Background: an optimization exercise with open tools, aiming at small area. Do not read the settings as production practice. The RTL was checked by simulation tests, not by an equivalence proof against the original design.

==> flow/design.v (outline; a module is shown in full before it is edited, if it fits) <==
// module sigmul: 974 lines
// module csa_fa: 5 lines
// module csa_ha: 5 lines
// module booth_sel2: 6 lines
// module booth_sel: 5 lines
// module mul_front: 31 lines
// module mul_back: 42 lines
// module add_front: 46 lines
// module add_back: 41 lines
// module add_back_ripple: 50 lines
// module fp_dot4: 49 lines
module fp_dot4 (
    input  wire         clk,
    input  wire         rst,
    input  wire         in_valid,
    input  wire [127:0] a,
    input  wire [127:0] b,
    output wire         out_valid,
    output wire [31:0]  result
);
  // ...
==> flow/run.sh <==
#!/bin/bash
# synth_recipe.tcl (not shown) runs the flow's synth.tcl, then flattens the netlist and writes it again
# the make line also repeats each setting of config.mk as NAME=value (left out here)
make -C /OpenROAD-flow-scripts/flow DESIGN_CONFIG=/design/flow/config.mk WORK_HOME=/design/flow/orfs CLKGATE_MAP_FILE= SYNTH_SCRIPT=/design/flow/synth_recipe.tcl finish
==> flow/config.mk <==
export PLATFORM = sky130hd
export DESIGN_NAME = fp_dot4
export DESIGN_NICKNAME = fp_dot4
export VERILOG_FILES = /design/flow/design.v
export SDC_FILE = /design/flow/constraint.sdc
export NUM_CORES = 4
export LEC_CHECK = 0
export CAP_MARGIN = 20
export CORE_MARGIN = 2
export CORE_UTILIZATION = 60
export PLACE_DENSITY = 0.72
export SLEW_MARGIN = 20
export SYNTH_HIERARCHICAL = 1
export SYNTH_MINIMUM_KEEP_SIZE = 0
==> flow/constraint.sdc <==
create_clock -name core_clock -period 11.0 [get_ports {clk}]
set_input_delay 2.2000 -clock core_clock [delete_from_list [all_inputs] [get_ports {clk}]]
set_output_delay 2.2000 -clock core_clock [all_outputs]
set_load 0.01 [all_outputs]
==> impl_metrics.csv, run 1 <==
group,metric,value,unit
worst_setup_path,crit_path_end,"sum01_r[8]",
synthesis,ys_warn_count,9,
sta,clock-skew-final,60.7,ps
clock_network,cts_htree_levels,2,
sta,slew_headroom,25.2,%
layout,nClkBuffers,67,
sta,layout_setup_ws,605,ps
worst_setup_path,critical_path.top_delay_family,"adder cells",
synthesis,netlist-cell-type-count,138,
die,core-area,0.174,mm²
run_status,outcome,"complete, no violations",
clock_network,cts_made_buffers,54,
layout,instances_no_fill,14642,
synthesis,synth_common_cells,"1498 x xnor2_1, 1170 x a22oi_1, 1029 x fa_1",
synthesis,yosys.area_share.simple,12.4,%
worst_setup_path,cpMaxStageDelayCell,"or4_1",
synthesis,synth-edff-count,0,
synthesis,synthMuxAreaShare,7.72,%
layout,antenna_cells,13,
global_route,grt.met3_usage,7.82,%
worst_setup_path,crit_top_cell,"ha_1",
clock_network,cts_resized,0,
global_route,overflow,0,
layout,syn_to_final_growth,9.03,%
worst_hold_path,hold_start,"valid_pipe[3]",
routing,top_layer_used,"met5",
synthesis,synth_most_common_cell,"xnor2_1",
synthesis,netlist_instances,11752,
global_route,use_met1,52.8,%
placed_design,io_buffers,291,
placed_design,hpwl,278,mm
synthesis,async_flop_share,0,%
die,row_count,153,
die,die_w,423,µm
synthesis,synth_adder_area_share,29.8,%
clock_network,clk_path_buf_depth,3,
placed_design,pre_cts_slack,46.0,ps
==> run 2: changes to the inputs <==
--- a/flow/design.v
+++ b/flow/design.v
@@ -357,624 +357,626 @@
   wire pp496, pp497;
   booth_sel2 u498 (x[21], x[20], x[19], one464, two465, neg463, pp497, pp496);
   wire pp499, pp500;
   booth_sel2 u501 (1'b1, x[22], x[21], one464, two465, neg463, pp500, pp499);
   wire pp502;
   booth_sel u503 (1'b0, 1'b1, one464, two465, neg463, pp502);
   wire ns504 = ~neg463;
   wire s505, c506;
-  csa_ha u507 (ns42, pp80, s505, c506);
+  csa_fa u507 (pp7, pp46, neg43, s505, c506);
   wire s508, c509;
-  csa_ha u510 (pp82, pp121, s508, c509);
+  csa_fa u510 (pp10, pp49, pp88, s508, c509);
   wire s511, c512;
-  csa_ha u513 (pp28, pp67, s511, c512);
+  csa_fa u513 (pp11, pp50, pp89, s511, c512);
   wire s514, c515;
-  csa_ha u516 (pp29, pp68, s514, c515);
+  csa_fa u516 (pp13, pp52, pp91, s514, c515);
   wire s517, c518;
-  csa_fa u519 (pp31, pp70, pp109, s517, c518);
+  csa_fa u519 (pp14, pp53, pp92, s517, c518);
   wire s520, c521;
-  csa_ha u522 (pp148, pp187, s520, c521);
+  csa_fa u522 (pp16, pp55, pp94, s520, c521);
   wire s523, c524;
-  csa_fa u525 (pp32, pp71, pp110, s523, c524);
+  csa_fa u525 (pp133, pp172, neg169, s523, c524);
   wire s526, c527;
-  csa_ha u528 (pp149, pp188, s526, c527);
+  csa_fa u528 (pp17, pp56, pp95, s526, c527);
   wire s529, c530;
-  csa_fa u531 (pp34, pp73, pp112, s529, c530);
+  csa_fa u531 (pp19, pp58, pp97, s529, c530);
   wire s532, c533;
-  csa_fa u534 (pp151, pp190, pp229, s532, c533);
+  csa_fa u534 (pp136, pp175, pp214, s532, c533);
   wire s535, c536;
-  csa_ha u537 (pp268, pp307, s535, c536);
+  csa_fa u537 (pp20, pp59, pp98, s535, c536);
   wire s538, c539;
-  csa_fa u540 (pp35, pp74, pp113, s538, c539);
+  csa_fa u540 (pp137, pp176, pp215, s538, c539);
   wire s541, c542;
-  csa_fa u543 (pp152, pp191, pp230, s541, c542);
+  csa_fa u543 (pp22, pp61, pp100, s541, c542);
   wire s544, c545;
-  csa_ha u546 (pp269, pp308, s544, c545);
+  csa_fa u546 (pp139, pp178, pp217, s544, c545);
   wire s547, c548;
-  csa_fa u549 (pp37, pp76, pp115, s547, c548);
+  csa_fa u549 (pp23, pp62, pp101, s547, c548);
   wire s550, c551;
-  csa_fa u552 (pp154, pp193, pp232, s550, c551);
+  csa_fa u552 (pp140, pp179, pp218, s550, c551);
   wire s553, c554;
-  csa_fa u555 (pp271, pp310, pp349, s553, c554);
+  csa_fa u555 (pp25, pp64, pp103, s553, c554);
   wire s556, c557;
-  csa_ha u558 (pp388, pp427, s556, c557);
+  csa_fa u558 (pp142, pp181, pp220, s556, c557);
   wire s559, c560;
-  csa_fa u561 (pp38, pp77, pp116, s559, c560);
+  csa_fa u561 (pp259, pp298, neg295, s559, c560);
   wire s562, c563;
-  csa_fa u564 (pp155, pp194, pp233, s562, c563);
+  csa_fa u564 (pp26, pp65, pp104, s562, c563);
   wire s565, c566;
-  csa_fa u567 (pp272, pp311, pp350, s565, c566);
+  csa_fa u567 (pp143, pp182, pp221, s565, c566);
   wire s568, c569;
-  csa_ha u570 (pp389, pp428, s568, c569);
+  csa_fa u570 (pp28, pp67, pp106, s568, c569);
   wire s571, c572;
-  csa_fa u573 (pp40, pp79, pp118, s571, c572);
+  csa_fa u573 (pp145, pp184, pp223, s571, c572);
   wire s574, c575;
-  csa_fa u576 (pp157, pp196, pp235, s574, c575);
+  csa_fa u576 (pp262, pp301, pp340, s574, c575);
   wire s577, c578;
-  csa_fa u579 (pp274, pp313, pp352, s577, c578);
+  csa_fa u579 (pp29, pp68, pp107, s577, c578);
   wire s580, c581;
-  csa_fa u582 (pp391, pp430, pp469, s580, c581);
+  csa_fa u582 (pp146, pp185, pp224, s580, c581);
   wire s583, c584;
-  csa_fa u585 (pp119, pp158, pp197, s583, c584);
+  csa_fa u585 (pp263, pp302, pp341, s583, c584);
   wire s586, c587;
-  csa_fa u588 (pp236, pp275, pp314, s586, c587);
+  csa_fa u588 (pp31, pp70, pp109, s586, c587);
   wire s589, c590;
-  csa_fa u591 (pp353, pp392, pp431, s589, c590);
+  csa_fa u591 (pp148, pp187, pp226, s589, c590);
   wire s592, c593;
-  assign s592 = ~(pp470 ^ x[1]);
-  assign c593 = pp470 | x[1];
-  wire s594, c595;
-  csa_fa u596 (pp160, pp199, pp238, s594, c595);
-  wire s597, c598;
-  csa_fa u599 (pp277, pp316, pp355, s597, c598);
-  wire s600, c601;
-  csa_fa u602 (pp394, pp433, pp472, s600, c601);
-  wire s603, c604;
-  assign s603 = ~(x[2] ^ s508);
-  assign c604 = x[2] | s508;
-  wire s605, c606;
-  csa_fa u607 (ns84, pp122, pp161, s605, c606);
-  wire s608, c609;
-  csa_fa u610 (pp200, pp239, pp278, s608, c609);
-  wire s611, c612;
-  csa_fa u613 (pp317, pp356, pp395, s611, c612);
-  wire s614, c615;
-  csa_fa u616 (pp434, pp473, x[3], s614, c615);
-  wire s617, c618;
-  csa_fa u619 (pp124, pp163, pp202, s617, c618);
-  wire s620, c621;
-  csa_fa u622 (pp241, pp280, pp319, s620, c621);
-  wire s623, c624;
-  csa_fa u625 (pp358, pp397, pp436, s623, c624);
-  wire s626, c627;
-  csa_ha u628 (pp475, x[4], s626, c627);
-  wire s629, c630;
-  csa_fa u631 (ns126, pp164, pp203, s629, c630);
-  wire s632, c633;
-  csa_fa u634 (pp242, pp281, pp320, s632, c633);
-  wire s635, c636;
-  csa_fa u637 (pp359, pp398, pp437, s635, c636);
-  wire s638, c639;
-  csa_fa u640 (pp166, pp205, pp244, s638, c639);
-  wire s641, c642;
-  csa_fa u643 (pp283, pp322, pp361, s641, c642);
-  wire s644, c645;
-  csa_ha u646 (pp400, pp439, s644, c645);
-  wire s647, c648;
-  csa_fa u649 (ns168, pp206, pp245, s647, c648);
-  wire s650, c651;
-  csa_fa u652 (pp284, pp323, pp362, s650, c651);
-  wire s653, c654;
-  csa_fa u655 (pp208, pp247, pp286, s653, c654);
-  wire s656, c657;
-  csa_ha u658 (pp325, pp364, s656, c657);
-  wire s659, c660;
-  csa_fa u661 (ns210, pp248, pp287, s659, c660);
-  wire s662, c663;
-  csa_ha u664 (pp250, pp289, s662, c663);
-  wire s665, c666;
-  csa_ha u667 (pp19, pp58, s665, c666);
-  wire s668, c669;
-  csa_ha u670 (pp20, pp59, s668, c669);
-  wire s671, c672;
-  csa_fa u673 (pp22, pp61, pp100, s671, c672);
-  wire s674, c675;
-  csa_ha u676 (pp139, pp178, s674, c675);
-  wire s677, c678;
-  csa_fa u679 (pp23, pp62, pp101, s677, c678);
-  wire s680, c681;
-  csa_ha u682 (pp140, pp179, s680, c681);
-  wire s683, c684;
-  csa_fa u685 (pp25, pp64, pp103, s683, c684);
-  wire s686, c687;
-  csa_fa u688 (pp142, pp181, pp220, s686, c687);
-  wire s689, c690;
-  csa_ha u691 (pp259, pp298, s689, c690);
-  wire s692, c693;
-  csa_fa u694 (pp26, pp65, pp104, s692, c693);
-  wire s695, c696;
-  csa_fa u697 (pp143, pp182, pp221, s695, c696);
-  wire s698, c699;
-  csa_ha u700 (pp260, pp299, s698, c699);
-  wire s701, c702;
-  csa_fa u703 (pp106, pp145, pp184, s701, c702);
-  wire s704, c705;
-  csa_fa u706 (pp223, pp262, pp301, s704, c705);
-  wire s707, c708;
-  csa_fa u709 (pp340, neg337, s511, s707, c708);
-  wire s710, c711;
-  csa_fa u712 (pp107, pp146, pp185, s710, c711);
-  wire s713, c714;
-  csa_fa u715 (pp224, pp263, pp302, s713, c714);
-  wire s716, c717;
-  csa_fa u718 (pp341, s514, c512, s716, c717);
-  wire s719, c720;
-  csa_fa u721 (pp226, pp265, pp304, s719, c720);
-  wire s722, c723;
-  csa_fa u724 (pp343, pp382, neg379, s722, c723);
-  wire s725, c726;
-  csa_fa u727 (s517, s520, c515, s725, c726);
-  wire s728, c729;
-  csa_fa u730 (pp227, pp266, pp305, s728, c729);
-  wire s731, c732;
-  csa_fa u733 (pp344, pp383, s523, s731, c732);
-  wire s734, c735;
-  csa_fa u736 (s526, c518, c521, s734, c735);
-  wire s737, c738;
-  csa_fa u739 (pp346, pp385, pp424, s737, c738);
-  wire s740, c741;
-  csa_fa u742 (neg421, s529, s532, s740, c741);
-  wire s743, c744;
-  csa_fa u745 (s535, c524, c527, s743, c744);
-  wire s746, c747;
-  csa_fa u748 (pp347, pp386, pp425, s746, c747);
-  wire s749, c750;
-  csa_fa u751 (s538, s541, s544, s749, c750);
-  wire s752, c753;
-  csa_fa u754 (c530, c533, c536, s752, c753);
-  wire s755, c756;
-  csa_fa u757 (pp466, neg463, s547, s755, c756);
-  wire s758, c759;
-  csa_fa u760 (s550, s553, s556, s758, c759);
+  csa_fa u594 (pp265, pp304, pp343, s592, c593);
+  wire s595, c596;
+  csa_fa u597 (pp32, pp71, pp110, s595, c596);
+  wire s598, c599;
+  csa_fa u600 (pp149, pp188, pp227, s598, c599);
+  wire s601, c602;
+  csa_fa u603 (pp266, pp305, pp344, s601, c602);
+  wire s604, c605;
+  csa_fa u606 (pp34, pp73, pp112, s604, c605);
+  wire s607, c608;
+  csa_fa u609 (pp151, pp190, pp229, s607, c608);
+  wire s610, c611;
+  csa_fa u612 (pp268, pp307, pp346, s610, c611);
+  wire s613, c614;
+  csa_fa u615 (pp385, pp424, neg421, s613, c614);
+  wire s616, c617;
+  csa_fa u618 (pp35, pp74, pp113, s616, c617);
+  wire s619, c620;
+  csa_fa u621 (pp152, pp191, pp230, s619, c620);
+  wire s622, c623;
+  csa_fa u624 (pp269, pp308, pp347, s622, c623);
+  wire s625, c626;
+  csa_fa u627 (pp37, pp76, pp115, s625, c626);
+  wire s628, c629;
+  csa_fa u630 (pp154, pp193, pp232, s628, c629);
+  wire s631, c632;
+  csa_fa u633 (pp271, pp310, pp349, s631, c632);
+  wire s634, c635;
+  csa_fa u636 (pp388, pp427, pp466, s634, c635);
+  wire s637, c638;
+  csa_fa u639 (pp38, pp77, pp116, s637, c638);
+  wire s640, c641;
+  csa_fa u642 (pp155, pp194, pp233, s640, c641);
+  wire s643, c644;
+  csa_fa u645 (pp272, pp311, pp350, s643, c644);
+  wire s646, c647;
+  csa_fa u648 (pp389, pp428, pp467, s646, c647);
+  wire s649, c650;
+  csa_fa u651 (pp40, pp79, pp118, s649, c650);
+  wire s652, c653;
+  csa_fa u654 (pp157, pp196, pp235, s652, c653);
+  wire s655, c656;
+  csa_fa u657 (pp274, pp313, pp352, s655, c656);
+  wire s658, c659;
+  csa_fa u660 (pp391, pp430, pp469, s658, c659);
+  wire s661, c662;
+  csa_fa u663 (ns42, pp80, pp119, s661, c662);
+  wire s664, c665;
+  csa_fa u666 (pp158, pp197, pp236, s664, c665);
+  wire s667, c668;
+  csa_fa u669 (pp275, pp314, pp353, s667, c668);
+  wire s670, c671;
+  csa_fa u672 (pp392, pp431, pp470, s670, c671);
+  wire s673, c674;
+  csa_fa u675 (pp82, pp121, pp160, s673, c674);
+  wire s676, c677;
+  csa_fa u678 (pp199, pp238, pp277, s676, c677);
+  wire s679, c680;
+  csa_fa u681 (pp316, pp355, pp394, s679, c680);
+  wire s682, c683;
+  csa_fa u684 (pp433, pp472, x[2], s682, c683);
+  wire s685, c686;
+  csa_fa u687 (ns84, pp122, pp161, s685, c686);
+  wire s688, c689;
+  csa_fa u690 (pp200, pp239, pp278, s688, c689);
+  wire s691, c692;
+  csa_fa u693 (pp317, pp356, pp395, s691, c692);
+  wire s694, c695;
+  csa_fa u696 (pp434, pp473, x[3], s694, c695);
+  wire s697, c698;
+  csa_fa u699 (pp124, pp163, pp202, s697, c698);
+  wire s700, c701;
+  csa_fa u702 (pp241, pp280, pp319, s700, c701);
+  wire s703, c704;
+  csa_fa u705 (pp358, pp397, pp436, s703, c704);
+  wire s706, c707;
+  assign s706 = ~(pp475 ^ x[4]);
+  assign c707 = pp475 | x[4];
+  wire s708, c709;
+  csa_fa u710 (ns126, pp164, pp203, s708, c709);
+  wire s711, c712;
+  csa_fa u713 (pp242, pp281, pp320, s711, c712);
+  wire s714, c715;
+  csa_fa u716 (pp359, pp398, pp437, s714, c715);
+  wire s717, c718;
+  csa_fa u719 (pp166, pp205, pp244, s717, c718);
+  wire s720, c721;
+  csa_fa u722 (pp283, pp322, pp361, s720, c721);
+  wire s723, c724;
+  csa_fa u725 (pp400, pp439, pp478, s723, c724);
+  wire s726, c727;
+  csa_fa u728 (ns168, pp206, pp245, s726, c727);
+  wire s729, c730;
+  csa_fa u731 (pp284, pp323, pp362, s729, c730);
+  wire s732, c733;
+  csa_fa u734 (pp401, pp440, pp479, s732, c733);
+  wire s735, c736;
+  csa_fa u737 (pp208, pp247, pp286, s735, c736);
+  wire s738, c739;
+  csa_fa u740 (pp325, pp364, pp403, s738, c739);
+  wire s741, c742;
+  csa_fa u743 (pp442, pp481, x[8], s741, c742);
+  wire s744, c745;
+  csa_fa u746 (ns210, pp248, pp287, s744, c745);
+  wire s747, c748;
+  csa_fa u749 (pp326, pp365, pp404, s747, c748);
+  wire s750, c751;
+  csa_fa u752 (pp443, pp482, x[9], s750, c751);
+  wire s753, c754;
+  csa_fa u755 (pp250, pp289, pp328, s753, c754);
+  wire s756, c757;
+  csa_fa u758 (pp367, pp406, pp445, s756, c757);
+  wire s759, c760;
+  assign s759 = ~(pp484 ^ x[10]);
+  assign c760 = pp484 | x[10];
   wire s761, c762;
-  csa_fa u763 (c539, c542, c545, s761, c762);
+  csa_fa u763 (ns252, pp290, pp329, s761, c762);
   wire s764, c765;
-  csa_fa u766 (pp467, s559, s562, s764, c765);
+  csa_fa u766 (pp368, pp407, pp446, s764, c765);
   wire s767, c768;
-  csa_fa u769 (s565, s568, c548, s767, c768);
+  csa_fa u769 (pp292, pp331, pp370, s767, c768);
   wire s770, c771;
-  csa_fa u772 (c551, c554, c557, s770, c771);
+  csa_fa u772 (pp409, pp448, pp487, s770, c771);
   wire s773, c774;
-  csa_fa u775 (x[0], s571, s574, s773, c774);
+  csa_fa u775 (ns294, pp332, pp371, s773, c774);
   wire s776, c777;
-  csa_fa u778 (s577, s580, c560, s776, c777);
+  csa_fa u778 (pp410, pp449, pp488, s776, c777);
   wire s779, c780;
-  csa_fa u781 (c563, c566, c569, s779, c780);
+  csa_fa u781 (pp334, pp373, pp412, s779, c780);
   wire s782, c783;
-  csa_fa u784 (s505, s583, s586, s782, c783);
+  csa_fa u784 (pp451, pp490, x[14], s782, c783);
   wire s785, c786;
-  csa_fa u787 (s589, s592, c572, s785, c786);
+  csa_fa u787 (ns336, pp374, pp413, s785, c786);
   wire s788, c789;
-  csa_fa u790 (c575, c578, c581, s788, c789);
+  csa_fa u790 (pp452, pp491, x[15], s788, c789);
   wire s791, c792;
-  csa_fa u793 (c506, s594, s597, s791, c792);
+  csa_fa u793 (pp376, pp415, pp454, s791, c792);
   wire s794, c795;
-  csa_fa u796 (s600, s603, c584, s794, c795);
-  wire s797, c798;
-  csa_fa u799 (c587, c590, c593, s797, c798);
-  wire s800, c801;
-  csa_fa u802 (c509, s605, s608, s800, c801);
-  wire s803, c804;
-  csa_fa u805 (s611, s614, c595, s803, c804);
-  wire s806, c807;
-  csa_fa u808 (c598, c601, c604, s806, c807);
-  wire s809, c810;
-  assign s809 = ~(s617 ^ s620);
-  assign c810 = s617 | s620;
+  assign s794 = ~(pp493 ^ x[16]);
+  assign c795 = pp493 | x[16];
+  wire s796, c797;
+  csa_fa u798 (ns378, pp416, pp455, s796, c797);
+  wire s799, c800;
+  csa_fa u801 (pp418, pp457, pp496, s799, c800);
+  wire s802, c803;
+  csa_fa u804 (ns420, pp458, pp497, s802, c803);
+  wire s805, c806;
+  csa_fa u807 (pp460, pp499, x[20], s805, c806);
+  wire s808, c809;
+  csa_fa u810 (ns462, pp500, x[21], s808, c809);
   wire s811, c812;
-  csa_fa u813 (s623, s626, c606, s811, c812);
-  wire s814, c815;
-  csa_fa u816 (c609, c612, c615, s814, c815);
-  wire s817, c818;
-  csa_fa u819 (pp476, x[5], s629, s817, c818);
-  wire s820, c821;
-  csa_fa u822 (s632, s635, c618, s820, c821);
-  wire s823, c824;
-  csa_fa u825 (c621, c624, c627, s823, c824);
-  wire s826, c827;
-  assign s826 = ~(pp478 ^ x[6]);
-  assign c827 = pp478 | x[6];
+  assign s811 = ~(pp502 ^ x[22]);
+  assign c812 = pp502 | x[22];
+  wire s813, c814;
+  csa_fa u815 (pp8, pp47, c506, s813, c814);
+  wire s816, c817;
+  csa_fa u818 (pp130, neg127, s514, s816, c817);
+  wire s819, c820;
+  csa_fa u821 (pp131, s517, c515, s819, c820);
+  wire s822, c823;
+  csa_fa u824 (s520, s523, c518, s822, c823);
+  wire s825, c826;
+  csa_fa u827 (pp134, pp173, s526, s825, c826);
   wire s828, c829;
-  csa_fa u830 (s638, s641, s644, s828, c829);
+  csa_fa u830 (neg211, s529, s532, s828, c829);
   wire s831, c832;
-  csa_fa u833 (c630, c633, c636, s831, c832);
+  csa_fa u833 (s535, s538, c530, s831, c832);
   wire s834, c835;
-  csa_fa u836 (pp401, pp440, pp479, s834, c835);
+  csa_fa u836 (pp256, neg253, s541, s834, c835);
   wire s837, c838;
-  csa_fa u839 (x[7], s647, s650, s837, c838);
+  csa_fa u839 (s544, c536, c539, s837, c838);
   wire s840, c841;
-  csa_fa u842 (c639, c642, c645, s840, c841);
+  csa_fa u842 (pp257, s547, s550, s840, c841);
   wire s843, c844;
-  csa_fa u845 (pp403, pp442, pp481, s843, c844);
+  csa_fa u845 (s553, s556, s559, s843, c844);
   wire s846, c847;
-  assign s846 = ~(x[8] ^ s653);
-  assign c847 = x[8] | s653;
-  wire s848, c849;
-  csa_fa u850 (s656, c648, c651, s848, c849);
-  wire s851, c852;
-  csa_fa u853 (pp326, pp365, pp404, s851, c852);
-  wire s854, c855;
-  csa_fa u856 (pp443, pp482, x[9], s854, c855);
-  wire s857, c858;
-  csa_fa u859 (s659, c654, c657, s857, c858);
-  wire s860, c861;
-  csa_fa u862 (pp328, pp367, pp406, s860, c861);
-  wire s863, c864;
-  csa_fa u865 (pp445, pp484, x[10], s863, c864);
-  wire s866, c867;
-  assign s866 = ~(s662 ^ c660);
-  assign c867 = s662 | c660;
-  wire s868, c869;
-  csa_fa u870 (ns252, pp290, pp329, s868, c869);
-  wire s871, c872;
-  csa_fa u873 (pp368, pp407, pp446, s871, c872);
-  wire s874, c875;
-  csa_fa u876 (pp485, x[11], c663, s874, c875);
-  wire s877, c878;
-  csa_fa u879 (pp292, pp331, pp370, s877, c878);
-  wire s880, c881;
-  csa_fa u882 (pp409, pp448, pp487, s880, c881);
-  wire s883, c884;
-  csa_ha u885 (x[12], 1'b1, s883, c884);
-  wire s886, c887;
-  csa_fa u888 (ns294, pp332, pp371, s886, c887);
-  wire s889, c890;
-  csa_fa u891 (pp410, pp449, pp488, s889, c890);
-  wire s892, c893;
-  csa_fa u894 (pp334, pp373, pp412, s892, c893);
-  wire s895, c896;
-  csa_ha u897 (pp451, pp490, s895, c896);
-  wire s898, c899;
-  csa_fa u900 (ns336, pp374, pp413, s898, c899);
-  wire s901, c902;
-  csa_ha u903 (pp376, pp415, s901, c902);
-  wire s904, c905;
-  csa_ha u906 (pp13, pp52, s904, c905);
-  wire s907, c908;
-  csa_ha u909 (pp14, pp53, s907, c908);
-  wire s910, c911;
-  csa_fa u912 (pp16, pp55, pp94, s910, c911);
-  wire s913, c914;
-  csa_ha u915 (pp133, pp172, s913, c914);
-  wire s916, c917;
-  csa_fa u918 (pp17, pp56, pp95, s916, c917);
-  wire s919, c920;
-  csa_ha u921 (pp134, pp173, s919, c920);
+  csa_fa u848 (pp260, pp299, s562, s846, c847);
+  wire s849, c850;
+  csa_fa u851 (s565, c554, c557, s849, c850);
+  wire s852, c853;
+  csa_fa u854 (neg337, s568, s571, s852, c853);
+  wire s855, c856;
+  csa_fa u857 (s574, c563, c566, s855, c856);
+  wire s858, c859;
+  csa_fa u860 (s577, s580, s583, s858, c859);
+  wire s861, c862;
+  csa_fa u863 (c569, c572, c575, s861, c862);
+  wire s864, c865;
+  csa_fa u866 (pp382, neg379, s586, s864, c865);
+  wire s867, c868;
+  csa_fa u869 (s589, s592, c578, s867, c868);
+  wire s870, c871;
+  csa_fa u872 (pp383, s595, s598, s870, c871);
+  wire s873, c874;
+  csa_fa u875 (s601, c587, c590, s873, c874);
+  wire s876, c877;
+  csa_fa u878 (s604, s607, s610, s876, c877);
+  wire s879, c880;
+  csa_fa u881 (s613, c596, c599, s879, c880);
+  wire s882, c883;
+  csa_fa u884 (pp386, pp425, s616, s882, c883);
+  wire s885, c886;
+  csa_fa u887 (s619, s622, c605, s885, c886);
+  wire s888, c889;
+  csa_fa u890 (c608, c611, c614, s888, c889);
+  wire s891, c892;
+  csa_fa u893 (neg463, s625, s628, s891, c892);
+  wire s894, c895;
+  csa_fa u896 (s631, s634, c617, s894, c895);
+  wire s897, c898;
+  csa_fa u899 (s637, s640, s643, s897, c898);
+  wire s900, c901;
+  csa_fa u902 (s646, c626, c629, s900, c901);
+  wire s903, c904;
+  csa_fa u905 (x[0], s649, s652, s903, c904);
+  wire s906, c907;
+  csa_fa u908 (s655, s658, c638, s906, c907);
+  wire s909, c910;
+  csa_fa u911 (c641, c644, c647, s909, c910);
+  wire s912, c913;
+  assign s912 = ~(x[1] ^ s661);
+  assign c913 = x[1] | s661;
+  wire s914, c915;
+  csa_fa u916 (s664, s667, s670, s914, c915);
+  wire s917, c918;
+  csa_fa u919 (c650, c653, c656, s917, c918);
+  wire s920, c921;
+  assign s920 = ~(s673 ^ s676);
+  assign c921 = s673 | s676;
   wire s922, c923;
-  csa_fa u924 (pp97, pp136, pp175, s922, c923);
+  csa_fa u924 (s679, s682, c662, s922, c923);
   wire s925, c926;
-  csa_fa u927 (pp214, neg211, s665, s925, c926);
+  csa_fa u927 (c665, c668, c671, s925, c926);
   wire s928, c929;
-  csa_fa u930 (pp98, pp137, pp176, s928, c929);
+  csa_fa u930 (s685, s688, s691, s928, c929);
   wire s931, c932;
-  csa_fa u933 (pp215, s668, c666, s931, c932);
+  csa_fa u933 (s694, c674, c677, s931, c932);
   wire s934, c935;
-  csa_fa u936 (pp217, pp256, neg253, s934, c935);
+  csa_fa u936 (s697, s700, s703, s934, c935);
   wire s937, c938;
-  csa_fa u939 (s671, s674, c669, s937, c938);
+  csa_fa u939 (s706, c686, c689, s937, c938);
   wire s940, c941;
-  csa_fa u942 (pp218, pp257, s677, s940, c941);
+  csa_fa u942 (pp476, x[5], s708, s940, c941);
   wire s943, c944;
-  csa_fa u945 (s680, c672, c675, s943, c944);
+  csa_fa u945 (s711, s714, c698, s943, c944);
   wire s946, c947;
-  csa_fa u948 (neg295, s683, s686, s946, c947);
+  csa_fa u948 (c701, c704, c707, s946, c947);
   wire s949, c950;
-  csa_fa u951 (s689, c678, c681, s949, c950);
-  wire s952, c953;
-  csa_fa u954 (s692, s695, s698, s952, c953);
-  wire s955, c956;
-  csa_fa u957 (c684, c687, c690, s955, c956);
-  wire s958, c959;
-  csa_fa u960 (s701, s704, s707, s958, c959);
-  wire s961, c962;
-  csa_fa u963 (c693, c696, c699, s961, c962);
-  wire s964, c965;
-  csa_fa u966 (s710, s713, s716, s964, c965);
-  wire s967, c968;
-  csa_fa u969 (c702, c705, c708, s967, c968);
-  wire s970, c971;
-  csa_fa u972 (s719, s722, s725, s970, c971);
-  wire s973, c974;
-  csa_fa u975 (c711, c714, c717, s973, c974);
-  wire s976, c977;
-  csa_fa u978 (s728, s731, s734, s976, c977);
-  wire s979, c980;
-  csa_fa u981 (c720, c723, c726, s979, c980);
-  wire s982, c983;
-  csa_fa u984 (s737, s740, s743, s982, c983);
+  assign s949 = ~(x[6] ^ s717);
+  assign c950 = x[6] | s717;
+  wire s951, c952;
+  csa_fa u953 (s720, s723, c709, s951, c952);
+  wire s954, c955;
+  csa_fa u956 (x[7], s726, s729, s954, c955);
+  wire s957, c958;
+  csa_fa u959 (s732, c718, c721, s957, c958);
+  wire s960, c961;
+  assign s960 = ~(s735 ^ s738);
+  assign c961 = s735 | s738;
+  wire s962, c963;
+  csa_fa u964 (s741, c727, c730, s962, c963);
+  wire s965, c966;
+  csa_fa u967 (s744, s747, s750, s965, c966);
+  wire s968, c969;
+  csa_fa u970 (c736, c739, c742, s968, c969);
+  wire s971, c972;
+  csa_fa u973 (s753, s756, s759, s971, c972);
+  wire s974, c975;
+  csa_fa u976 (c745, c748, c751, s974, c975);
+  wire s977, c978;
+  csa_fa u979 (pp485, x[11], s761, s977, c978);
+  wire s980, c981;
+  csa_fa u982 (s764, c754, c757, s980, c981);
+  wire s983, c984;
+  assign s983 = ~(x[12] ^ s767);
+  assign c984 = x[12] | s767;
   wire s985, c986;
-  csa_fa u987 (c729, c732, c735, s985, c986);
+  csa_fa u987 (s770, c762, c765, s985, c986);
   wire s988, c989;
-  csa_fa u990 (s746, s749, s752, s988, c989);
+  csa_fa u990 (x[13], s773, s776, s988, c989);
   wire s991, c992;
-  csa_fa u993 (c738, c741, c744, s991, c992);
-  wire s994, c995;
-  csa_fa u996 (s755, s758, s761, s994, c995);
-  wire s997, c998;
-  csa_fa u999 (c747, c750, c753, s997, c998);
-  wire s1000, c1001;
-  csa_fa u1002 (s764, s767, s770, s1000, c1001);
-  wire s1003, c1004;
-  csa_fa u1005 (c756, c759, c762, s1003, c1004);
-  wire s1006, c1007;
-  csa_fa u1008 (s773, s776, s779, s1006, c1007);
+  assign s991 = ~(s779 ^ s782);
+  assign c992 = s779 | s782;
+  wire s993, c994;
+  csa_fa u995 (s785, s788, c780, s993, c994);
+  wire s996, c997;
+  csa_fa u998 (s791, s794, c786, s996, c997);
+  wire s999, c1000;
+  csa_fa u1001 (pp494, x[17], s796, s999, c1000);
+  wire s1002, c1003;
+  assign s1002 = ~(x[18] ^ s799);
+  assign c1003 = x[18] | s799;
+  wire s1004, c1005;
+  csa_fa u1006 (x[19], s802, c800, s1004, c1005);
+  wire s1007, c1008;
+  assign s1007 = ~(s805 ^ c803);
+  assign c1008 = s805 | c803;
   wire s1009, c1010;
-  csa_fa u1011 (c765, c768, c771, s1009, c1010);
-  wire s1012, c1013;
-  csa_fa u1014 (s782, s785, s788, s1012, c1013);
-  wire s1015, c1016;
-  csa_fa u1017 (c774, c777, c780, s1015, c1016);
-  wire s1018, c1019;
-  csa_fa u1020 (s791, s794, s797, s1018, c1019);
-  wire s1021, c1022;
-  csa_fa u1023 (c783, c786, c789, s1021, c1022);
-  wire s1024, c1025;
-  csa_fa u1026 (s800, s803, s806, s1024, c1025);
-  wire s1027, c1028;
-  csa_fa u1029 (c792, c795, c798, s1027, c1028);
-  wire s1030, c1031;
-  csa_fa u1032 (s809, s811, s814, s1030, c1031);
-  wire s1033, c1034;
-  csa_fa u1035 (c801, c804, c807, s1033, c1034);
-  wire s1036, c1037;
-  csa_fa u1038 (s817, s820, s823, s1036, c1037);
-  wire s1039, c1040;
-  csa_fa u1041 (c810, c812, c815, s1039, c1040);
-  wire s1042, c1043;
-  csa_fa u1044 (s826, s828, s831, s1042, c1043);
-  wire s1045, c1046;
-  csa_fa u1047 (c818, c821, c824, s1045, c1046);
-  wire s1048, c1049;
-  csa_fa u1050 (s834, s837, s840, s1048, c1049);
-  wire s1051, c1052;
-  csa_fa u1053 (c827, c829, c832, s1051, c1052);
-  wire s1054, c1055;
-  csa_fa u1056 (s843, s846, s848, s1054, c1055);
-  wire s1057, c1058;
-  csa_fa u1059 (c835, c838, c841, s1057, c1058);
-  wire s1060, c1061;
-  csa_fa u1062 (s851, s854, s857, s1060, c1061);
-  wire s1063, c1064;
-  csa_fa u1065 (c844, c847, c849, s1063, c1064);
-  wire s1066, c1067;
-  csa_fa u1068 (s860, s863, s866, s1066, c1067);
-  wire s1069, c1070;
-  csa_fa u1071 (c852, c855, c858, s1069, c1070);
-  wire s1072, c1073;
-  csa_fa u1074 (s868, s871, s874, s1072, c1073);
-  wire s1075, c1076;
-  csa_fa u1077 (c861, c864, c867, s1075, c1076);
-  wire s1078, c1079;
-  csa_fa u1080 (s877, s880, s883, s1078, c1079);
-  wire s1081, c1082;
-  csa_fa u1083 (c869, c872, c875, s1081, c1082);
-  wire s1084, c1085;
-  csa_fa u1086 (x[13], s886, s889, s1084, c1085);
-  wire s1087, c1088;
-  csa_fa u1089 (c878, c881, c884, s1087, c1088);
-  wire s1090, c1091;
-  assign s1090 = ~(x[14] ^ s892);
-  assign c1091 = x[14] | s892;
+  assign s1009 = ~(ns504 ^ c812);
+  assign c1010 = ns504 | c812;
+  wire s1011, c1012;
+  csa_fa u1013 (neg85, s508, c814, s1011, c1012);
+  wire s1014, c1015;
+  csa_fa u1016 (c521, c524, s825, s1014, c1015);
+  wire s1017, c1018;
+  csa_fa u1019 (c527, s828, c826, s1017, c1018);
+  wire s1020, c1021;
+  csa_fa u1022 (c533, s831, c829, s1020, c1021);
+  wire s1023, c1024;
+  csa_fa u1025 (s834, s837, c832, s1023, c1024);
+  wire s1026, c1027;
+  csa_fa u1028 (c542, c545, s840, s1026, c1027);
+  wire s1029, c1030;
+  csa_fa u1031 (c548, c551, s843, s1029, c1030);
+  wire s1032, c1033;
+  csa_fa u1034 (c560, s846, s849, s1032, c1033);
+  wire s1035, c1036;
+  csa_fa u1037 (s852, s855, c847, s1035, c1036);
+  wire s1038, c1039;
+  csa_fa u1040 (s858, s861, c853, s1038, c1039);
+  wire s1041, c1042;
+  csa_fa u1043 (c581, c584, s864, s1041, c1042);
+  wire s1044, c1045;
+  csa_fa u1046 (s867, c859, c862, s1044, c1045);
+  wire s1047, c1048;
+  csa_fa u1049 (c593, s870, s873, s1047, c1048);
+  wire s1050, c1051;
+  csa_fa u1052 (c602, s876, s879, s1050, c1051);
+  wire s1053, c1054;
+  csa_fa u1055 (s882, s885, s888, s1053, c1054);
+  wire s1056, c1057;
+  csa_fa u1058 (c620, c623, s891, s1056, c1057);
+  wire s1059, c1060;
+  csa_fa u1061 (s894, c883, c886, s1059, c1060);
+  wire s1062, c1063;
+  csa_fa u1064 (c632, c635, s897, s1062, c1063);
+  wire s1065, c1066;
+  csa_fa u1067 (s900, c892, c895, s1065, c1066);
+  wire s1068, c1069;
+  csa_fa u1070 (s903, s906, s909, s1068, c1069);
+  wire s1071, c1072;
+  csa_fa u1073 (c659, s912, s914, s1071, c1072);
+  wire s1074, c1075;
+  csa_fa u1076 (s917, c904, c907, s1074, c1075);
+  wire s1077, c1078;
+  csa_fa u1079 (s920, s922, s925, s1077, c1078);
+  wire s1080, c1081;
+  csa_fa u1082 (c913, c915, c918, s1080, c1081);
+  wire s1083, c1084;
+  csa_fa u1085 (c680, c683, s928, s1083, c1084);
+  wire s1086, c1087;
+  csa_fa u1088 (s931, c921, c923, s1086, c1087);
+  wire s1089, c1090;
+  csa_fa u1091 (c692, c695, s934, s1089, c1090);
   wire s1092, c1093;
-  csa_fa u1094 (s895, c887, c890, s1092, c1093);
+  csa_fa u1094 (s937, c929, c932, s1092, c1093);
   wire s1095, c1096;
-  csa_fa u1097 (pp452, pp491, x[15], s1095, c1096);
+  csa_fa u1097 (s940, s943, s946, s1095, c1096);
   wire s1098, c1099;
-  csa_fa u1100 (s898, c893, c896, s1098, c1099);
+  csa_fa u1100 (c712, c715, s949, s1098, c1099);
   wire s1101, c1102;
-  csa_fa u1103 (pp454, pp493, x[16], s1101, c1102);
+  csa_fa u1103 (s951, c941, c944, s1101, c1102);
   wire s1104, c1105;
-  assign s1104 = ~(s901 ^ c899);
-  assign c1105 = s901 | c899;
-  wire s1106, c1107;
-  csa_fa u1108 (ns378, pp416, pp455, s1106, c1107);
-  wire s1109, c1110;
-  csa_fa u1111 (pp494, x[17], c902, s1109, c1110);
-  wire s1112, c1113;
-  csa_fa u1114 (pp418, pp457, pp496, s1112, c1113);
-  wire s1115, c1116;
-  csa_ha u1117 (x[18], 1'b1, s1115, c1116);
-  wire s1118, c1119;
-  csa_fa u1120 (ns420, pp458, pp497, s1118, c1119);
-  wire s1121, c1122;
-  csa_ha u1123 (pp460, pp499, s1121, c1122);
-  wire s1124, c1125;
-  csa_ha u1126 (pp10, pp49, s1124, c1125);
-  wire s1127, c1128;
-  csa_ha u1129 (pp11, pp50, s1127, c1128);
-  wire s1130, c1131;
-  csa_fa u1132 (pp91, pp130, neg127, s1130, c1131);
-  wire s1133, c1134;
-  csa_fa u1135 (pp92, pp131, s907, s1133, c1134);
-  wire s1136, c1137;
-  csa_fa u1138 (neg169, s910, s913, s1136, c1137);
-  wire s1139, c1140;
-  csa_fa u1141 (s916, s919, c911, s1139, c1140);
-  wire s1142, c1143;
-  csa_fa u1144 (s922, s925, c917, s1142, c1143);
-  wire s1145, c1146;
-  csa_fa u1147 (s928, s931, c923, s1145, c1146);
-  wire s1148, c1149;
-  csa_fa u1150 (s934, s937, c929, s1148, c1149);
-  wire s1151, c1152;
-  csa_fa u1153 (s940, s943, c935, s1151, c1152);
-  wire s1154, c1155;
-  csa_fa u1156 (s946, s949, c941, s1154, c1155);
-  wire s1157, c1158;
-  csa_fa u1159 (s952, s955, c947, s1157, c1158);
-  wire s1160, c1161;
-  csa_fa u1162 (s958, s961, c953, s1160, c1161);
-  wire s1163, c1164;
-  csa_fa u1165 (s964, s967, c959, s1163, c1164);
-  wire s1166, c1167;
-  csa_fa u1168 (s970, s973, c965, s1166, c1167);
-  wire s1169, c1170;
-  csa_fa u1171 (s976, s979, c971, s1169, c1170);
-  wire s1172, c1173;
-  csa_fa u1174 (s982, s985, c977, s1172, c1173);
-  wire s1175, c1176;
-  csa_fa u1177 (s988, s991, c983, s1175, c1176);
-  wire s1178, c1179;
-  csa_fa u1180 (s994, s997, c989, s1178, c1179);
-  wire s1181, c1182;
-  csa_fa u1183 (s1000, s1003, c995, s1181, c1182);
-  wire s1184, c1185;
-  csa_fa u1186 (s1006, s1009, c1001, s1184, c1185);
-  wire s1187, c1188;
-  csa_fa u1189 (s1012, s1015, c1007, s1187, c1188);
-  wire s1190, c1191;
-  csa_fa u1192 (s1018, s1021, c1013, s1190, c1191);
-  wire s1193, c1194;
-  csa_fa u1195 (s1024, s1027, c1019, s1193, c1194);
-  wire s1196, c1197;
-  csa_fa u1198 (s1030, s1033, c1025, s1196, c1197);
-  wire s1199, c1200;
-  csa_fa u1201 (s1036, s1039, c1031, s1199, c1200);
-  wire s1202, c1203;
-  csa_fa u1204 (s1042, s1045, c1037, s1202, c1203);
-  wire s1205, c1206;
-  csa_fa u1207 (s1048, s1051, c1043, s1205, c1206);
-  wire s1208, c1209;
-  csa_fa u1210 (s1054, s1057, c1049, s1208, c1209);
-  wire s1211, c1212;
-  csa_fa u1213 (s1060, s1063, c1055, s1211, c1212);
-  wire s1214, c1215;
-  csa_fa u1216 (s1066, s1069, c1061, s1214, c1215);
-  wire s1217, c1218;
-  csa_fa u1219 (s1072, s1075, c1067, s1217, c1218);
-  wire s1220, c1221;
-  csa_fa u1222 (s1078, s1081, c1073, s1220, c1221);
-  wire s1223, c1224;
-  csa_fa u1225 (s1084, s1087, c1079, s1223, c1224);
-  wire s1226, c1227;
-  csa_fa u1228 (s1090, s1092, c1085, s1226, c1227);
-  wire s1229, c1230;
-  csa_fa u1231 (s1095, s1098, c1091, s1229, c1230);
-  wire s1232, c1233;
-  csa_fa u1234 (s1101, s1104, c1096, s1232, c1233);
-  wire s1235, c1236;
-  csa_fa u1237 (s1106, s1109, c1102, s1235, c1236);
-  wire s1238, c1239;
-  csa_fa u1240 (s1112, s1115, c1107, s1238, c1239);
-  wire s1241, c1242;
-  csa_fa u1243 (x[19], s1118, c1113, s1241, c1242);
-  wire s1244, c1245;
-  assign s1244 = ~(x[20] ^ s1121);
-  assign c1245 = x[20] | s1121;
-  wire s1246, c1247;
-  csa_fa u1248 (ns462, pp500, x[21], s1246, c1247);
-  wire s1249, c1250;
-  csa_ha u1251 (pp502, x[22], s1249, c1250);
-  wire s1252, c1253;
-  csa_ha u1254 (pp7, pp46, s1252, c1253);
-  wire s1255, c1256;
-  csa_ha u1257 (pp8, pp47, s1255, c1256);
-  wire s1258, c1259;
-  csa_fa u1260 (pp88, neg85, s1124, s1258, c1259);
-  wire s1261, c1262;
-  csa_fa u1263 (pp89, s1127, c1125, s1261, c1262);
-  wire s1264, c1265;
-  csa_fa u1266 (s904, s1130, c1128, s1264, c1265);
-  wire s1267, c1268;
-  csa_fa u1269 (c905, s1133, c1131, s1267, c1268);
-  wire s1270, c1271;
-  csa_fa u1272 (c908, s1136, c1134, s1270, c1271);
-  wire s1273, c1274;
-  csa_fa u1275 (c914, s1139, c1137, s1273, c1274);
-  wire s1276, c1277;
-  csa_fa u1278 (c920, s1142, c1140, s1276, c1277);
-  wire s1279, c1280;
-  csa_fa u1281 (c926, s1145, c1143, s1279, c1280);
-  wire s1282, c1283;
-  csa_fa u1284 (c932, s1148, c1146, s1282, c1283);
-  wire s1285, c1286;
-  csa_fa u1287 (c938, s1151, c1149, s1285, c1286);
-  wire s1288, c1289;
-  csa_fa u1290 (c944, s1154, c1152, s1288, c1289);
-  wire s1291, c1292;
-  csa_fa u1293 (c950, s1157, c1155, s1291, c1292);
-  wire s1294, c1295;
-  csa_fa u1296 (c956, s1160, c1158, s1294, c1295);
-  wire s1297, c1298;
-  csa_fa u1299 (c962, s1163, c1161, s1297, c1298);
-  wire s1300, c1301;
-  csa_fa u1302 (c968, s1166, c1164, s1300, c1301);
-  wire s1303, c1304;
-  csa_fa u1305 (c974, s1169, c1167, s1303, c1304);
-  wire s1306, c1307;
-  csa_fa u1308 (c980, s1172, c1170, s1306, c1307);
-  wire s1309, c1310;
-  csa_fa u1311 (c986, s1175, c1173, s1309, c1310);
-  wire s1312, c1313;
-  csa_fa u1314 (c992, s1178, c1176, s1312, c1313);
-  wire s1315, c1316;
-  csa_fa u1317 (c998, s1181, c1179, s1315, c1316);
-  wire s1318, c1319;
-  csa_fa u1320 (c1004, s1184, c1182, s1318, c1319);
-  wire s1321, c1322;
-  csa_fa u1323 (c1010, s1187, c1185, s1321, c1322);
-  wire s1324, c1325;
-  csa_fa u1326 (c1016, s1190, c1188, s1324, c1325);
-  wire s1327, c1328;
-  csa_fa u1329 (c1022, s1193, c1191, s1327, c1328);
-  wire s1330, c1331;
-  csa_fa u1332 (c1028, s1196, c1194, s1330, c1331);
-  wire s1333, c1334;
-  csa_fa u1335 (c1034, s1199, c1197, s1333, c1334);
-  wire s1336, c1337;
-  csa_fa u1338 (c1040, s1202, c1200, s1336, c1337);
-  wire s1339, c1340;
-  csa_fa u1341 (c1046, s1205, c1203, s1339, c1340);
-  wire s1342, c1343;
-  csa_fa u1344 (c1052, s1208, c1206, s1342, c1343);
-  wire s1345, c1346;
-  csa_fa u1347 (c1058, s1211, c1209, s1345, c1346);
-  wire s1348, c1349;
-  csa_fa u1350 (c1064, s1214, c1212, s1348, c1349);
-  wire s1351, c1352;
-  csa_fa u1353 (c1070, s1217, c1215, s1351, c1352);
-  wire s1354, c1355;
-  csa_fa u1356 (c1076, s1220, c1218, s1354, c1355);
-  wire s1357, c1358;
-  csa_fa u1359 (c1082, s1223, c1221, s1357, c1358);
-  wire s1360, c1361;
-  csa_fa u1362 (c1088, s1226, c1224, s1360, c1361);
-  wire s1363, c1364;
-  csa_fa u1365 (c1093, s1229, c1227, s1363, c1364);
-  wire s1366, c1367;
-  csa_fa u1368 (c1099, s1232, c1230, s1366, c1367);
-  wire s1369, c1370;
-  csa_fa u1371 (c1105, s1235, c1233, s1369, c1370);
-  wire s1372, c1373;
-  csa_fa u1374 (c1110, s1238, c1236, s1372, c1373);
-  wire s1375, c1376;
-  csa_fa u1377 (c1116, s1241, c1239, s1375, c1376);
-  wire s1378, c1379;
-  csa_fa u1380 (c1119, s1244, c1242, s1378, c1379);
-  wire s1381, c1382;
-  csa_fa u1383 (c1122, s1246, c1245, s1381, c1382);
-  wire s1384, c1385;
-  assign s1384 = ~(s1249 ^ c1247);
-  assign c1385 = s1249 | c1247;
-  wire s1386, c1387;
-  assign s1386 = ~(ns504 ^ c1250);
-  assign c1387 = ns504 | c1250;
-  wire [47:0] an = {s1386, s1384, s1381, s1378, s1375, s1372, s1369, s1366, s1363, s1360, s1357, s1354, s1351, s1348, s1345, s1342, s1339, s1336, s1333, s1330, s1327, s1324, s1321, s1318, s1315, s1312, s1309, s1306, s1303, s1300, s1297, s1294, s1291, s1288, s1285, s1282, s1279, s1276, s1273, s1270, s1267, s1264, s1261, s1258, s1255, neg43, pp5, pp4};
-  wire [47:0] bn = {c1385, c1382, c1379, c1376, c1373, c1370, c1367, c1364, c1361, c1358, c1355, c1352, c1349, c1346, c1343, c1340, c1337, c1334, c1331, c1328, c1325, c1322, c1319, c1316, c1313, c1310, c1307, c1304, c1301, c1298, c1295, c1292, c1289, c1286, c1283, c1280, c1277, c1274, c1271, c1268, c1265, c1262, c1259, c1256, c1253, s1252, 1'b0, neg1};
+  csa_fa u1106 (c724, s954, s957, s1104, c1105);
+  wire s1107, c1108;
+  csa_fa u1109 (c733, s960, s962, s1107, c1108);
+  wire s1110, c1111;
+  csa_fa u1112 (s965, s968, c961, s1110, c1111);
+  wire s1113, c1114;
+  csa_fa u1115 (s971, s974, c966, s1113, c1114);
+  wire s1116, c1117;
+  csa_fa u1118 (c760, s977, s980, s1116, c1117);
+  wire s1119, c1120;
+  csa_fa u1121 (s983, s985, c978, s1119, c1120);
+  wire s1122, c1123;
+  csa_fa u1124 (c768, c771, s988, s1122, c1123);
+  wire s1125, c1126;
+  csa_fa u1127 (c774, c777, s991, s1125, c1126);
+  wire s1128, c1129;
+  csa_fa u1130 (c783, s993, c992, s1128, c1129);
+  wire s1131, c1132;
+  csa_fa u1133 (c789, s996, c994, s1131, c1132);
+  wire s1134, c1135;
+  csa_fa u1136 (c792, c795, s999, s1134, c1135);
+  wire s1137, c1138;
+  csa_fa u1139 (c797, s1002, c1000, s1137, c1138);
+  wire s1140, c1141;
+  csa_fa u1142 (s808, c806, c1008, s1140, c1141);
+  wire s1143, c1144;
+  csa_fa u1145 (s511, c509, c1012, s1143, c1144);
+  wire s1146, c1147;
+  csa_fa u1148 (c835, c838, s1026, s1146, c1147);
+  wire s1149, c1150;
+  csa_fa u1151 (c841, s1029, c1027, s1149, c1150);
+  wire s1152, c1153;
+  csa_fa u1154 (c844, s1032, c1030, s1152, c1153);
+  wire s1155, c1156;
+  csa_fa u1157 (c850, s1035, c1033, s1155, c1156);
+  wire s1158, c1159;
+  csa_fa u1160 (c856, s1038, c1036, s1158, c1159);
+  wire s1161, c1162;
+  csa_fa u1163 (s1041, s1044, c1039, s1161, c1162);
+  wire s1164, c1165;
+  csa_fa u1166 (c865, c868, s1047, s1164, c1165);
+  wire s1167, c1168;
+  csa_fa u1169 (c871, c874, s1050, s1167, c1168);
+  wire s1170, c1171;
+  csa_fa u1172 (c877, c880, s1053, s1170, c1171);
+  wire s1173, c1174;
+  csa_fa u1175 (c889, s1056, s1059, s1173, c1174);
+  wire s1176, c1177;
+  csa_fa u1178 (s1062, s1065, c1057, s1176, c1177);
+  wire s1179, c1180;
+  csa_fa u1181 (c898, c901, s1068, s1179, c1180);
+  wire s1182, c1183;
+  csa_fa u1184 (c910, s1071, s1074, s1182, c1183);
+  wire s1185, c1186;
+  csa_fa u1187 (s1077, s1080, c1072, s1185, c1186);
+  wire s1188, c1189;
+  csa_fa u1190 (c926, s1083, s1086, s1188, c1189);
+  wire s1191, c1192;
+  csa_fa u1193 (s1089, s1092, c1084, s1191, c1192);
+  wire s1194, c1195;
+  csa_fa u1196 (c935, c938, s1095, s1194, c1195);
+  wire s1197, c1198;
+  csa_fa u1199 (c947, s1098, s1101, s1197, c1198);
+  wire s1200, c1201;
+  csa_fa u1202 (c950, c952, s1104, s1200, c1201);
+  wire s1203, c1204;
+  csa_fa u1205 (c955, c958, s1107, s1203, c1204);
+  wire s1206, c1207;
+  csa_fa u1208 (c963, s1110, c1108, s1206, c1207);
+  wire s1209, c1210;
+  csa_fa u1211 (c969, s1113, c1111, s1209, c1210);
+  wire s1212, c1213;
+  csa_fa u1214 (c972, c975, s1116, s1212, c1213);
+  wire s1215, c1216;
+  csa_fa u1217 (c981, s1119, c1117, s1215, c1216);
+  wire s1218, c1219;
+  csa_fa u1220 (c984, c986, s1122, s1218, c1219);
+  wire s1221, c1222;
+  csa_fa u1223 (c989, s1125, c1123, s1221, c1222);
+  wire s1224, c1225;
+  csa_fa u1226 (c997, s1134, c1132, s1224, c1225);
+  wire s1227, c1228;
+  csa_fa u1229 (s1004, c1003, c1138, s1227, c1228);
+  wire s1230, c1231;
+  csa_fa u1232 (s811, c809, c1141, s1230, c1231);
+  wire s1233, c1234;
+  csa_fa u1235 (c512, s816, c1144, s1233, c1234);
+  wire s1236, c1237;
+  csa_fa u1238 (c1042, c1045, s1164, s1236, c1237);
+  wire s1239, c1240;
+  csa_fa u1241 (c1048, s1167, c1165, s1239, c1240);
+  wire s1242, c1243;
+  csa_fa u1244 (c1051, s1170, c1168, s1242, c1243);
+  wire s1245, c1246;
+  csa_fa u1247 (c1054, s1173, c1171, s1245, c1246);
+  wire s1248, c1249;
+  csa_fa u1250 (c1060, s1176, c1174, s1248, c1249);
+  wire s1251, c1252;
+  csa_fa u1253 (c1063, c1066, s1179, s1251, c1252);
+  wire s1254, c1255;
+  csa_fa u1256 (c1069, s1182, c1180, s1254, c1255);
+  wire s1257, c1258;
+  csa_fa u1259 (c1075, s1185, c1183, s1257, c1258);
+  wire s1260, c1261;
+  csa_fa u1262 (c1078, c1081, s1188, s1260, c1261);
+  wire s1263, c1264;
+  csa_fa u1265 (c1087, s1191, c1189, s1263, c1264);
+  wire s1266, c1267;
+  csa_fa u1268 (c1090, c1093, s1194, s1266, c1267);
+  wire s1269, c1270;
+  csa_fa u1271 (c1096, s1197, c1195, s1269, c1270);
+  wire s1272, c1273;
+  csa_fa u1274 (c1099, c1102, s1200, s1272, c1273);
+  wire s1275, c1276;
+  csa_fa u1277 (c1105, s1203, c1201, s1275, c1276);
+  wire s1278, c1279;
+  csa_fa u1280 (c1114, s1212, c1210, s1278, c1279);
+  wire s1281, c1282;
+  csa_fa u1283 (c1120, s1218, c1216, s1281, c1282);
+  wire s1284, c1285;
+  csa_fa u1286 (s1128, c1126, c1222, s1284, c1285);
+  wire s1287, c1288;
+  csa_fa u1289 (s1137, c1135, c1225, s1287, c1288);
+  wire s1290, c1291;
+  csa_fa u1292 (s1007, c1005, c1228, s1290, c1291);
+  wire s1293, c1294;
+  csa_fa u1295 (s819, c817, c1234, s1293, c1294);
+  wire s1296, c1297;
+  csa_ha u1298 (s822, c820, s1296, c1297);
+  wire s1299, c1300;
+  csa_ha u1301 (c823, s1014, s1299, c1300);
+  wire s1302, c1303;
+  csa_ha u1304 (s1017, c1015, s1302, c1303);
+  wire s1305, c1306;
+  csa_ha u1307 (s1020, c1018, s1305, c1306);
+  wire s1308, c1309;
+  csa_ha u1310 (s1023, c1021, s1308, c1309);
+  wire s1311, c1312;
+  csa_ha u1313 (c1024, s1146, s1311, c1312);
+  wire s1314, c1315;
+  csa_ha u1316 (s1149, c1147, s1314, c1315);
+  wire s1317, c1318;
+  csa_ha u1319 (s1152, c1150, s1317, c1318);
+  wire s1320, c1321;
+  csa_ha u1322 (s1155, c1153, s1320, c1321);
+  wire s1323, c1324;
+  csa_ha u1325 (s1158, c1156, s1323, c1324);
+  wire s1326, c1327;
+  csa_ha u1328 (s1161, c1159, s1326, c1327);
+  wire s1329, c1330;
+  csa_ha u1331 (c1162, s1236, s1329, c1330);
+  wire s1332, c1333;
+  csa_ha u1334 (s1239, c1237, s1332, c1333);
+  wire s1335, c1336;
+  csa_ha u1337 (s1242, c1240, s1335, c1336);
+  wire s1338, c1339;
+  csa_ha u1340 (s1245, c1243, s1338, c1339);
+  wire s1341, c1342;
+  csa_ha u1343 (s1248, c1246, s1341, c1342);
+  wire s1344, c1345;
+  csa_fa u1346 (c1177, s1251, c1249, s1344, c1345);
+  wire s1347, c1348;
+  csa_ha u1349 (s1254, c1252, s1347, c1348);
+  wire s1350, c1351;
+  csa_ha u1352 (s1257, c1255, s1350, c1351);
+  wire s1353, c1354;
+  csa_fa u1355 (c1186, s1260, c1258, s1353, c1354);
+  wire s1356, c1357;
+  csa_ha u1358 (s1263, c1261, s1356, c1357);
+  wire s1359, c1360;
+  csa_fa u1361 (c1192, s1266, c1264, s1359, c1360);
+  wire s1362, c1363;
+  csa_ha u1364 (s1269, c1267, s1362, c1363);
+  wire s1365, c1366;
+  csa_fa u1367 (c1198, s1272, c1270, s1365, c1366);
+  wire s1368, c1369;
+  csa_ha u1370 (s1275, c1273, s1368, c1369);
+  wire s1371, c1372;
+  csa_fa u1373 (s1206, c1204, c1276, s1371, c1372);
+  wire s1374, c1375;
+  csa_ha u1376 (s1209, c1207, s1374, c1375);
+  wire s1377, c1378;
+  csa_fa u1379 (s1215, c1213, c1279, s1377, c1378);
+  wire s1380, c1381;
+  csa_fa u1382 (s1221, c1219, c1282, s1380, c1381);
+  wire s1383, c1384;
+  csa_fa u1385 (s1131, c1129, c1285, s1383, c1384);
+  wire [47:0] an = {s1009, s1230, s1140, s1290, s1227, s1287, s1224, s1383, s1284, s1380, s1281, s1377, s1278, s1374, s1371, s1368, s1365, s1362, s1359, s1356, s1353, s1350, s1347, s1344, s1341, s1338, s1335, s1332, s1329, s1326, s1323, s1320, s1317, s1314, s1311, s1308, s1305, s1302, s1299, s1296, s1293, s1233, s1143, s1011, s813, s505, pp5, pp4};
+  wire [47:0] bn = {c1231, 1'b0, c1291, 1'b0, c1288, 1'b0, c1384, 1'b0, c1381, 1'b0, c1378, 1'b0, c1375, c1372, c1369, c1366, c1363, c1360, c1357, c1354, c1351, c1348, c1345, c1342, c1339, c1336, c1333, c1330, c1327, c1324, c1321, c1318, c1315, c1312, c1309, c1306, c1303, c1300, c1297, c1294, 1'b0, 1'b0, 1'b0, 1'b0, 1'b0, 1'b0, 1'b0, neg1};
   assign p = an + bn;
 endmodule
 module csa_fa (a, b, c, s, co);
   input a, b, c;
   output s, co;
   assign {co, s} = a + b + c;
 endmodule
 module csa_ha (a, b, s, co);
==> flow/config.mk (replaced) <==
export PLATFORM = sky130hd
export DESIGN_NAME = fp_dot4
export DESIGN_NICKNAME = fp_dot4
export VERILOG_FILES = /design/flow/design.v
export SDC_FILE = /design/flow/constraint.sdc
export NUM_CORES = 4
export LEC_CHECK = 0
export CAP_MARGIN = 20
export CORE_MARGIN = 2
export CORE_UTILIZATION = 68
export PLACE_DENSITY = 0.78
export SLEW_MARGIN = 20
export SYNTH_HIERARCHICAL = 1
export SYNTH_MINIMUM_KEEP_SIZE = 0
==> run 2 against run 1 <==
Die area fell by 13%. Critical endpoint is now sum23_r[12]. Sequential share of layout area rose by 0.13 points. Cell count fell by 2.7%. Still clean. Critical path type unchanged.
==> impl_metrics.csv, run 2 <==
group,metric,value,unit
run_status,outcome,"complete, no violations",
placed_design,placed_area,0.111,mm²
layout,top_register,"ms_r",
placed_design,pre_cts_slack,160,ps
layout,fin_util,74.6,%
clock_network,cts_htree_levels,2,
global_route,grt_start_max_net_pins,109,
clock_network,cts_made_buffers,50,
sta,worst_slew_pin_slew,1290,ps
synthesis,synth_flop_cell,"dfxtp_1",
synthesis,synth_common_cells,"1502 x xnor2_1, 1174 x a22oi_1, 1069 x fa_1",
routing,wirelength,360,mm
synthesis,ys_seq_elements,478,
run,cap_violations,0,
clock_network,postCtsHoldBufs,0,
synthesis,seq_area_frac_synth,9.23,%
worst_setup_path,crit_path_end_kind,"register",
synthesis,yosys.area.top_type,"fa_1",
sta,hold_viol,0,
layout,reg_top3,"ms_r (164), prod_r (128)",
sta,rsz0062_at_grt,"true",
routing,via_per_inst,7.06,
sta,timing.final.crit_share,96.2,%
worst_setup_path,cp-start-kind,"register",
synthesis,yosysTopAreaCellShare,20.7,%
worst_hold_path,worstHoldPathType,"register to register",
worst_setup_path,critical_path.max_stage_delay,650,ps
routing,wl_per_cell,25.3,µm
die,dieHeight,394,µm
clock_network,clk_path_buf_depth,3,
layout,fin_area,0.113,mm²
sta,layout_setup_ws,421,ps
sta,min_period,10580,ps
sta,max_freq,94.5,MHz
layout,nNetsFinal,14269,
sta,tns,0,ps
die,die_w,394,µm
global_route,grt_first_pass_wirelength,559,mm
die,start_util,68.3,%
sta,clock-skew-final,39.0,ps
worst_setup_path,cpMaxStageDelayCell,"nor4_2",
clock_network,clock_sinks,478,
global_route,track_usage,44.6,%
layout,register_area,0.00957,mm²
worst_setup_path,rr_worst_depth,48,
synthesis,syn_avg_cell_area,8.97,µm²
worst_setup_path,crit_fanout,22,
sta,drv_slew,0,
synthesis,netlist_area,0.104,mm²
layout,layout_common_cells,"1502 x xnor2_1, 1174 x a22oi_1, 1069 x fa_1",
global_route,overflow,0,
global_route,grt_pass1_vias,100571,
synthesis,synth-edff-count,0,
worst_setup_path,crit_top_cell,"ha_1",
layout,instances_no_fill,14243,
worst_setup_path,cp.arrival,11150,ps
routing,drtIter0Drc,13927,
die,io_pins,292,
die,row_count,143,
synthesis,synth_area_leaders,"fa_1 21%, xnor2_1 13%, ha_1 9.4%",
synthesis,netlist_instances,11552,
worst_hold_path,min_path_cells,1,
sta,fin_hold_ws,453,ps
sta,slew_headroom,13.3,%
global_route,antenna_found_initial,23,
routing,via_count,100515,
layout,layout_commonest_cell,"xnor2_1",
die,core-area,0.152,mm²
clock_network,root_buffer,"clkbuf_16",
routing,first_pass_iters,9,
routing,ant_nets,0,
synthesis,ys_warn_count,9,
clock_network,cts_tree,"yes",
routing,drcViolationCount,0,
synthesis,async_flop_share,0,%
clock_network,clk_latency,680,ps
worst_setup_path,required,11570,ps
layout,multi_input_area,0.0917,mm²
synthesis,synth_most_common_cell,"xnor2_1",
worst_setup_path,critPathKind,"register to register",
placed_design,gp_congestion,1.04,
sta,report.final.setup_viol,0,
layout,largest_reg_flops,164,
placed_design,hpwl,278,mm
clock_network,clk_pin_slew,70,ps
layout,drive_gt1_share,9.36,%
layout,syn_to_final_growth,9.25,%
synthesis,netlist-cell-type-count,132,
placed_design,place_inst,14132,
layout,nFillCells,11058,
placed_design,io_buffers,291,
die,dieArea,0.156,mm²
run 2: cell types whose count changed after synthesis, sizes merged, moves of 24 or more:
cell | previous run | this run
ha | 867 | 779
a21o | 191 | 147
clkbuf | 203 | 163
fa | 1029 | 1069
a21oi | 679 | 643
inv | 514 | 550
a31oi | 67 | 91
nand3 | 281 | 305
o21a | 69 | 45
run 2: kinds of logic (layout without fill, tap and decap cells):
| logic type | Yosys count | after routing | synth area share [%] |
|---|---|---|---|
| AOI/OAI and AO/OA | 3326 | 3326 | 22.4 |
| and+or+nand+nor | 2582 | 2582 | 12.6 |
| adders and majority gates | 1848 | 1848 | 30.1 |
| xor gates and xnor gates | 1663 | 1663 | 14.1 |
| buffers and inverters | 902 | 1265 | 3.76 |
| muxes | 745 | 745 | 7.86 |
| DFF | 478 | 478 | 9.23 |
| other | 8 | 306 | 0.0290 |
run 2: per-module statistics from Yosys (local to each module, per instance):
| module | copies in the design | area, µm² | cells |
|---|---|---|---|
| add_back | 1 | 3770 | 575 |
| add_back_ripple | 2 | 2390 | 342 |
| add_front | 3 | 7230 | 1082 |
| booth_sel | 48 | 21.3 | 2 |
| booth_sel2 | 576 | 32.5 | 4 |
| csa_fa | 1056 | 20.0 | 1 |
| csa_ha | 284 | 12.5 | 1 |
| fp_dot4 | 1 | 9600 | 483 |
| mul_back | 4 | 888 | 138 |
| mul_front | 4 | 1230 | 149 |
| sigmul | 4 | 2720 | 419 |
run 2: routing by layer:
layer,track usage [%],vias up,routed length [µm]
met4,20.9,18,20100
li1,-,43321,-
met2,68.1,7561,156000
met1,58.3,47954,135000
met5,0.0924,-,124
met3,12.9,1661,49300
run 2: cell type report:
cell class              count  area share, %
multi-input cells       10460           81.0
flip-flops and latches    478           8.45
repair buffers            622           4.85
well taps                2030           2.24
inverters                 550           1.83
clock buffers              63           1.20
clock inverters            30          0.387
diodes                     10         0.0221
run 2: what timing repair did:
action / 4_1_cts / 5_1_grt
endpoints found under the setup margin: 0 / 46
endpoints found under the hold margin: 0 / 0
gates resized for setup: 0 / 2
setup buffers: 0 / 5
run 2: worst max-delay path, delay by kind of cell (launching register included):
family	cells	cell delay [ps]
AND/OR/NAND/NOR	5	1880
adder cells (fa/ha/maj)	34	6330
flip-flops	1	330
AO/OA/AOI/OAI	6	1550
buffers and inverters	3	360
run 2: path summary, 6_finish.rpt:
check                 from            end  slack, ps
max             st23_r[35]    sum23_r[12]        420
min          valid_pipe[1]  valid_pipe[2]        450
max reg2reg     st23_r[35]    sum23_r[12]        420
min reg2reg  valid_pipe[1]  valid_pipe[2]        450

## port drivers added, routing unchanged
In the flow no input, the clock included, has a driving cell. The finished layouts below were timed again as built, in two steps. Step 1 assumes that a clkbuf_16 drives the clock port and a buf_2 every other input. Step 2 adds t to the input delays and takes it off the output delays; t is the mean of the earliest and latest rising clock arrival at the registers after step 1. Input paths then give back, and output paths get back, about the clock's delay inside the block. Three values: ideal, step 1, step 2; two values: the first two.
run	t, ns	slack for setup (ns)	latest minus earliest clock arrival (ns)	worst data-port slew with drivers (ns)	cell pins on the clock port's net
run 1	0.738	0.605 / 0.605 / -0.053	0.061 / 0.061	0.22	1
run 2	0.720	0.421 / 0.421 / -0.192	0.057 / 0.057	0.24	1
With both steps, setup timing fails in run 1 and run 2, where it was met with ideal ports. For run 1, which loses most, drivers alone change the setup slack by 0.000 ns; drivers and shift together by -0.658 ns.
